Context: an optimization exercise on an open-source flow, tuned for small area. The choices shown serve that exercise and are no tape-out recipe. At most, simulation tests tie the RTL to the original design; equivalence was not proved. Power and IR drop assume default switching activity.

## FPGA_ScoreBoard_TOP
module FPGA_ScoreBoard_TOP(
	input CLK_50MHZ,
	input BTN_WEST,
	input RS232_DCE_RXD,
	output RS232_DCE_TXD,
	output [21:0] NF_A,
	input [7:0] NF_D_I,
	output [7:0] NF_D_O,
	output NF_D_OE,
	output NF_CE, NF_BYTE, NF_OE,
	output reg NF_RP,
	output NF_WE, NF_WP
);
wire clk = CLK_50MHZ;
wire rst = BTN_WEST;
reg [1:0] bc;                  
reg [11:0] acc;
reg tick_rx, tick_tx;
reg [3:0] tdiv;                
wire [12:0] acc_sum = {1'b0, acc} + 13'd151;
always @(posedge clk)
	if (rst) begin acc <= 0; tick_rx <= 0; end
	else begin acc <= acc_sum[11:0]; tick_rx <= ~acc[11] & acc_sum[11]; end
always @(posedge clk)
	if (rst) begin tdiv <= 0; tick_tx <= 0; end
	else begin
		tick_tx <= tick_rx & (tdiv == 4'd7);
		if (tick_rx) tdiv <= tdiv + 1'b1;
	end
reg mdone;
wire mrst = ~mdone;
always @(posedge clk)
	if (rst) mdone <= 0;
	else if (acc == 12'd1943) mdone <= 1;
always @(posedge clk) NF_RP <= rst;
reg rx_s1, rx_s2, rx_m;
reg r2, r3;
reg [7:0] rc;
reg [7:0] rxdata;              
wire maj = (r3 & r2) | (r3 & rx_s2) | (r2 & rx_s2);
wire rx_idle = (rc == 8'd255);
wire bytedone = ~mrst & tick_rx & (rc == 8'd0);
wire rx_shift = ~mrst & tick_rx & ~rx_idle & (rc[3:0] == 4'd4);
always @(posedge clk)
  ...
For scale: about 270 cells after synthesis, ~61 flip-flops, ~49 I/O pins, about 0.0027 sq mm of cells after synthesis.
==> flow/config.mk <==
export PLATFORM = sky130hd
export DESIGN_NAME = FPGA_ScoreBoard_TOP
export DESIGN_NICKNAME = FPGA_ScoreBoard_TOP
export VERILOG_FILES = /design/flow/design.v
export SDC_FILE = /design/flow/constraint.sdc
export NUM_CORES = 4
export LEC_CHECK = 0
export CAP_MARGIN = 20
export CORE_MARGIN = 2
export CORE_UTILIZATION = 40
export SLEW_MARGIN = 20
==> flow/constraint.sdc <==
create_clock -name core_clock -period 20.0 [get_ports {CLK_50MHZ}]
set_input_delay 4.0000 -clock core_clock [delete_from_list [all_inputs] [get_ports {CLK_50MHZ}]]
set_output_delay 4.0000 -clock core_clock [all_outputs]
set_load 0.01 [all_outputs]
standard.sh (not shown) runs the stock make flow with config.mk's settings and CLKGATE_MAP_FILE= SYNTH_SCRIPT=/design/flow/synth_recipe.tcl, a recipe that flattens the netlist after the stock synthesis.
==> flow/flow/run.sh <==
#!/bin/bash
# Layout flow: the standard flow (standard.sh) with three synthesis/placement settings changed:
#  - adders are left to ABC instead of being mapped to half/full-adder cells (ADDER_MAP_FILE empty),
#  - ABC maps with Yosys's default area-oriented script instead of ORFS's speed script,
#  - ports are buffered with sky130_fd_sc_hd__buf_1.
# The synthesis script is synth_recipe.tcl with only its source line pointed at the edited copy of
# ORFS's synth.tcl, so synth still runs with -nofsm -noshare and the netlist is flattened and
# renamed as synth_recipe.tcl does. Each tool's output goes to the logs ORFS writes under orfs/logs;
# make's own output goes to flow_make.log.
set -euo pipefail
W=$(pwd)
sed 's|log_cmd abc {\*}\$abc_args|abc {*}[lrange $abc_args 2 end-2]|' \
  "$FLOW_HOME/scripts/synth.tcl" > "$W/flow_synth.tcl"
grep -q 'abc {\*}\[lrange \$abc_args 2 end-2\]' "$W/flow_synth.tcl"
sed "s|source \$::env(SCRIPTS_DIR)/synth.tcl|source $W/flow_synth.tcl|" \
  "$W/synth_recipe.tcl" > "$W/flow_synth_recipe.tcl"
grep -q "source $W/flow_synth.tcl" "$W/flow_synth_recipe.tcl"
sed "s|SYNTH_SCRIPT=[^ ]*|SYNTH_SCRIPT=$W/flow_synth_recipe.tcl|" "$W/standard.sh" > "$W/flow_standard.sh"
grep -q "SYNTH_SCRIPT=$W/flow_synth_recipe.tcl" "$W/flow_standard.sh"
bash "$W/flow_standard.sh" ADDER_MAP_FILE= "BUFFER_PORTS_ARGS=-buffer_cell sky130_fd_sc_hd__buf_1" finish \
  "CTS_ARGS=-repair_clock_nets -dont_use_dummy_load -buf_list sky130_fd_sc_hd__clkbuf_4" > "$W/flow_make.log" 2>&1
Edit:
==> flow/run.sh (new file) <==
#!/bin/bash
# synth_recipe.tcl (not shown) runs the flow's synth.tcl, then flattens the netlist and writes it again
# the make line also repeats each setting of config.mk as NAME=value (left out here)
make -C /OpenROAD-flow-scripts/flow DESIGN_CONFIG=/design/flow/config.mk WORK_HOME=/design/flow/orfs CLKGATE_MAP_FILE= SYNTH_SCRIPT=/design/flow/synth_recipe.tcl finish
--- a/flow/config.mk
+++ b/flow/config.mk
@@ -6,4 +6,5 @@
 export NUM_CORES = 4
 export LEC_CHECK = 0
+export ABC_AREA = 1
 export CAP_MARGIN = 20
 export CORE_MARGIN = 2
removed: flow/flow/run.sh
removed: flow/standard.sh
Result:
- The changed run finished clean
- total power rose by well over a third
- setup slack got worse by 0.55 ns
- synthesized cell count rose by well over a third
- cell area rose by a quarter to a third
- clock-buffer cell count rose by 2
- global-route usage rose by 2.3 points
Edit:
==> flow/flow/run.sh (new file) <==
#!/bin/bash
# Layout flow: the standard flow (standard.sh) with three synthesis/placement settings changed:
#  - adders are left to ABC instead of being mapped to half/full-adder cells (ADDER_MAP_FILE empty),
#  - ABC maps with Yosys's default area-oriented script instead of ORFS's speed script,
#  - ports are buffered with sky130_fd_sc_hd__buf_1.
# The synthesis script is synth_recipe.tcl with only its source line pointed at the edited copy of
# ORFS's synth.tcl, so synth still runs with -nofsm -noshare and the netlist is flattened and
# renamed as synth_recipe.tcl does. Each tool's output goes to the logs ORFS writes under orfs/logs;
# make's own output goes to flow_make.log.
set -euo pipefail
W=$(pwd)
sed 's|log_cmd abc {\*}\$abc_args|abc {*}[lrange $abc_args 2 end-2]|' \
  "$FLOW_HOME/scripts/synth.tcl" > "$W/flow_synth.tcl"
grep -q 'abc {\*}\[lrange \$abc_args 2 end-2\]' "$W/flow_synth.tcl"
sed "s|source \$::env(SCRIPTS_DIR)/synth.tcl|source $W/flow_synth.tcl|" \
  "$W/synth_recipe.tcl" > "$W/flow_synth_recipe.tcl"
grep -q "source $W/flow_synth.tcl" "$W/flow_synth_recipe.tcl"
sed "s|SYNTH_SCRIPT=[^ ]*|SYNTH_SCRIPT=$W/flow_synth_recipe.tcl|" "$W/standard.sh" > "$W/flow_standard.sh"
grep -q "SYNTH_SCRIPT=$W/flow_synth_recipe.tcl" "$W/flow_standard.sh"
bash "$W/flow_standard.sh" ADDER_MAP_FILE= "BUFFER_PORTS_ARGS=-buffer_cell sky130_fd_sc_hd__buf_1" finish \
  "CTS_ARGS=-sink_clustering_enable -repair_clock_nets -dont_use_dummy_load -buf_list sky130_fd_sc_hd__clkbuf_16 -sink_clustering_size 64" > "$W/flow_make.log" 2>&1
==> flow/standard.sh (new file) <==
#!/bin/bash
# synth_recipe.tcl (not shown) runs the flow's synth.tcl, then flattens the netlist and writes it again
# the make line also repeats each setting of config.mk as NAME=value (left out here)
make -C /OpenROAD-flow-scripts/flow DESIGN_CONFIG=/design/flow/config.mk WORK_HOME=/design/flow/orfs CLKGATE_MAP_FILE= SYNTH_SCRIPT=/design/flow/synth_recipe.tcl "${@:-finish}"
--- a/flow/config.mk
+++ b/flow/config.mk
@@ -6,5 +6,4 @@
 export NUM_CORES = 4
 export LEC_CHECK = 0
-export ABC_AREA = 1
 export CAP_MARGIN = 20
 export CORE_MARGIN = 2
removed: flow/run.sh
What happened: Setup slack improves by 0.61 ns; critical path depth is lower by 3; non-clock buffer count is higher by 1; fmax is higher by 11%.
Edit:
--- a/flow/flow/run.sh
+++ b/flow/flow/run.sh
@@ -19,3 +19,3 @@
 grep -q "SYNTH_SCRIPT=$W/flow_synth_recipe.tcl" "$W/flow_standard.sh"
 bash "$W/flow_standard.sh" ADDER_MAP_FILE= "BUFFER_PORTS_ARGS=-buffer_cell sky130_fd_sc_hd__buf_1" finish \
-  "CTS_ARGS=-sink_clustering_enable -repair_clock_nets -dont_use_dummy_load -buf_list sky130_fd_sc_hd__clkbuf_16 -sink_clustering_size 64" > "$W/flow_make.log" 2>&1
+  > "$W/flow_make.log" 2>&1
--- a/flow/config.mk
+++ b/flow/config.mk
@@ -9,3 +9,5 @@
 export CORE_MARGIN = 2
 export CORE_UTILIZATION = 40
+export CTS_BUF_LIST = sky130_fd_sc_hd__clkbuf_4
+export CTS_CLUSTER_SIZE = 20
 export SLEW_MARGIN = 20
The changed run completed with no timing, DRC or antenna violations; area after synthesis does not change; die area is unchanged; design area decreases by a few percent; final cell count is higher slightly; via count is higher slightly; count of clock-buffer cells in the layout went up by 1; first-iteration DRC count decreases by a little under a tenth; worst hold slack improves by 0.013 ns; clock power is lower by a quarter to a third.


FPGA_ScoreBoard_TOP, a different RTL version from the one above (not shown whole).
Size in the first run: roughly 260 cells after synthesis, about 61 flip-flops, about 49 I/O pins, roughly 0.0027 mm2 of cells after synthesis.
Design FPGA_ScoreBoard_TOP, start of the top module:
module FPGA_ScoreBoard_TOP(
	input CLK_50MHZ,
	input BTN_WEST,
	input RS232_DCE_RXD,
	output RS232_DCE_TXD,
	output [21:0] NF_A,
	input [7:0] NF_D_I,
	output [7:0] NF_D_O,
	output NF_D_OE,
	output NF_CE, NF_BYTE, NF_OE,
	output reg NF_RP,
	output NF_WE, NF_WP
);
wire clk = CLK_50MHZ;
wire rst = BTN_WEST;
reg [1:0] bc;                  
reg [15:0] acc;
reg tick_rx, tick_tx;
wire [15:0] acc_next = acc + 16'd151;
always @(posedge clk)
	if (rst) begin acc <= 16'h0800; tick_rx <= 0; tick_tx <= 0; end
	else begin
		acc <= acc_next;
		tick_rx <= acc[11] & ~acc_next[11];
		tick_tx <= tick_rx & (acc[15:12] == 4'd8);
	end
reg mdone;
wire mrst = ~mdone;
always @(posedge clk)
	if (rst) mdone <= 0;
	else if (acc[11:0] == 12'd3991) mdone <= 1;
always @(posedge clk) NF_RP <= rst;
reg rx_s1, rx_s2, rx_m;
reg r2, r3;
reg [7:0] rc;
reg [7:0] rxdata;              
wire maj = (r3 & r2) | (r3 & rx_s2) | (r2 & rx_s2);
wire rx_idle = (rc == 8'd255);
wire bytedone = ~mrst & tick_rx & (rc == 8'd0);
wire rx_shift = ~mrst & tick_rx & ~rx_idle & (rc[3:0] == 4'd4);
always @(posedge clk)
	if (tick_rx) begin rx_s1 <= RS232_DCE_RXD; rx_s2 <= rx_s1; rx_m <= rx_s2; end
always @(posedge clk)
	if (mrst) rc <= 8'd255;
	else if (tick_rx) begin
		if (rx_idle) begin if (rx_m & ~rx_s2) rc <= 8'd143; end
		else begin
			rc <= rc - 1'b1;
			if (rc[3:0] == 4'd11) r3 <= rx_s2;
			if (rc[3:0] == 4'd8) r2 <= rx_s2;
		end
	end
always @(posedge clk)
  ...
Settings: LEC_CHECK=0, CAP_MARGIN=20, CORE_MARGIN=2, CORE_UTILIZATION=70, CTS_BUF_LIST=sky130_fd_sc_hd__clkbuf_4, CTS_CLUSTER_SIZE=20, SLEW_MARGIN=20; clock period 20.0 ns.
==> flow/flow/run.sh <==
#!/bin/bash
# Layout flow: the standard flow (standard.sh) with three synthesis/placement settings changed:
#  - adders are left to ABC instead of being mapped to half/full-adder cells (ADDER_MAP_FILE empty),
#  - ABC maps with Yosys's default area-oriented script instead of ORFS's speed script,
#  - ports are buffered with sky130_fd_sc_hd__buf_1.
# The synthesis script is synth_recipe.tcl with only its source line pointed at the edited copy of
# ORFS's synth.tcl, so synth still runs with -nofsm -noshare and the netlist is flattened and
# renamed as synth_recipe.tcl does. Each tool's output goes to the logs ORFS writes under orfs/logs;
# make's own output goes to flow_make.log.
set -euo pipefail
W=$(pwd)
sed 's|log_cmd abc {\*}\$abc_args|abc {*}[lrange $abc_args 2 end-2]|' \
  "$FLOW_HOME/scripts/synth.tcl" > "$W/flow_synth.tcl"
grep -q 'abc {\*}\[lrange \$abc_args 2 end-2\]' "$W/flow_synth.tcl"
sed "s|source \$::env(SCRIPTS_DIR)/synth.tcl|source $W/flow_synth.tcl|" \
  "$W/synth_recipe.tcl" > "$W/flow_synth_recipe.tcl"
grep -q "source $W/flow_synth.tcl" "$W/flow_synth_recipe.tcl"
sed "s|SYNTH_SCRIPT=[^ ]*|SYNTH_SCRIPT=$W/flow_synth_recipe.tcl|" "$W/standard.sh" > "$W/flow_standard.sh"
grep -q "SYNTH_SCRIPT=$W/flow_synth_recipe.tcl" "$W/flow_standard.sh"
bash "$W/flow_standard.sh" ADDER_MAP_FILE= "BUFFER_PORTS_ARGS=-buffer_cell sky130_fd_sc_hd__buf_1" finish \
  > "$W/flow_make.log" 2>&1
The baseline went through all stages and came out clean.
==> next run, changes <==
- CORE_UTILIZATION: 70 -> 40
- CTS_BUF_LIST: sky130_fd_sc_hd__clkbuf_4 -> sky130_fd_sc_hd__clkbuf_8
- CTS_CLUSTER_SIZE: 20 -> 30
=> Maximum frequency rose by 1.9%; total power goes up by 3.1%; critical path depth is unchanged; count of clock-buffer cells in the layout falls by 2; design area increases by 2.6%.
==> next run, changes <==
- CTS_BUF_LIST: sky130_fd_sc_hd__clkbuf_8 -> not set
- CTS_CLUSTER_SIZE: 30 -> not set
=> Setup slack is unchanged. Clock-buffer cell count stays the same. Routed wire length is unchanged. Cell area is unchanged. Worst hold slack does not change.
==> next run, changes <==
- CTS_BUF_LIST: not set -> sky130_fd_sc_hd__clkbuf_4
- CTS_CLUSTER_SIZE: not set -> 20
Result: Final cell count stays the same. Clock power decreases by about a fifth. Die area is unchanged. Worst setup slack degrades by 0.088 ns. Wire length decreases slightly. Register-to-register slack stays flat. Via count is about the same. First-iteration DRC count increases by well over a third. Non-clock buffer count does not change. Sequential share of layout area increases by 0.92 points. Design area decreases slightly.
Function was not checked in any run of this note: the RTL went through the layout flow alone.

## port drivers added, routing unchanged
The results above use ideal ports. As a check the final layouts listed here were re-extracted and re-timed, cells and wires unchanged.
Step 1 sets driving cells, clkbuf_16 on the clock port and buf_2 on the other inputs (assumed; they add their load-dependent delay and slew).
Step 2, shift: input delay + t, output delay - t, t = (earliest + latest rising clock arrival at the registers) / 2. This alone moves slack from input paths to output paths.
a / b / c = ideal ports / drivers / drivers and shift; a / b = the first two.
run	t, ns	setup WS [ns]	worst setup path at the end
the first run of note 1	0.400	14.327 / 14.301 / 14.701	register to output
the second run of note 1	0.356	13.775 / 13.744 / 14.069	input to register
the third run of note 1	0.343	14.386 / 14.355 / 14.698	register to output
the fourth run of note 1	0.408	14.295 / 14.268 / 14.676	register to output
the first run of note 2	0.418	14.202 / 14.177 / 14.408	input to register
the second run of note 2	0.363	14.310 / 14.283 / 14.491	input to register
the third run of note 2	0.363	14.310 / 14.283 / 14.491	input to register
the fourth run of note 2	0.431	14.222 / 14.195 / 14.499	input to register
After both steps every run listed still meets setup and hold.
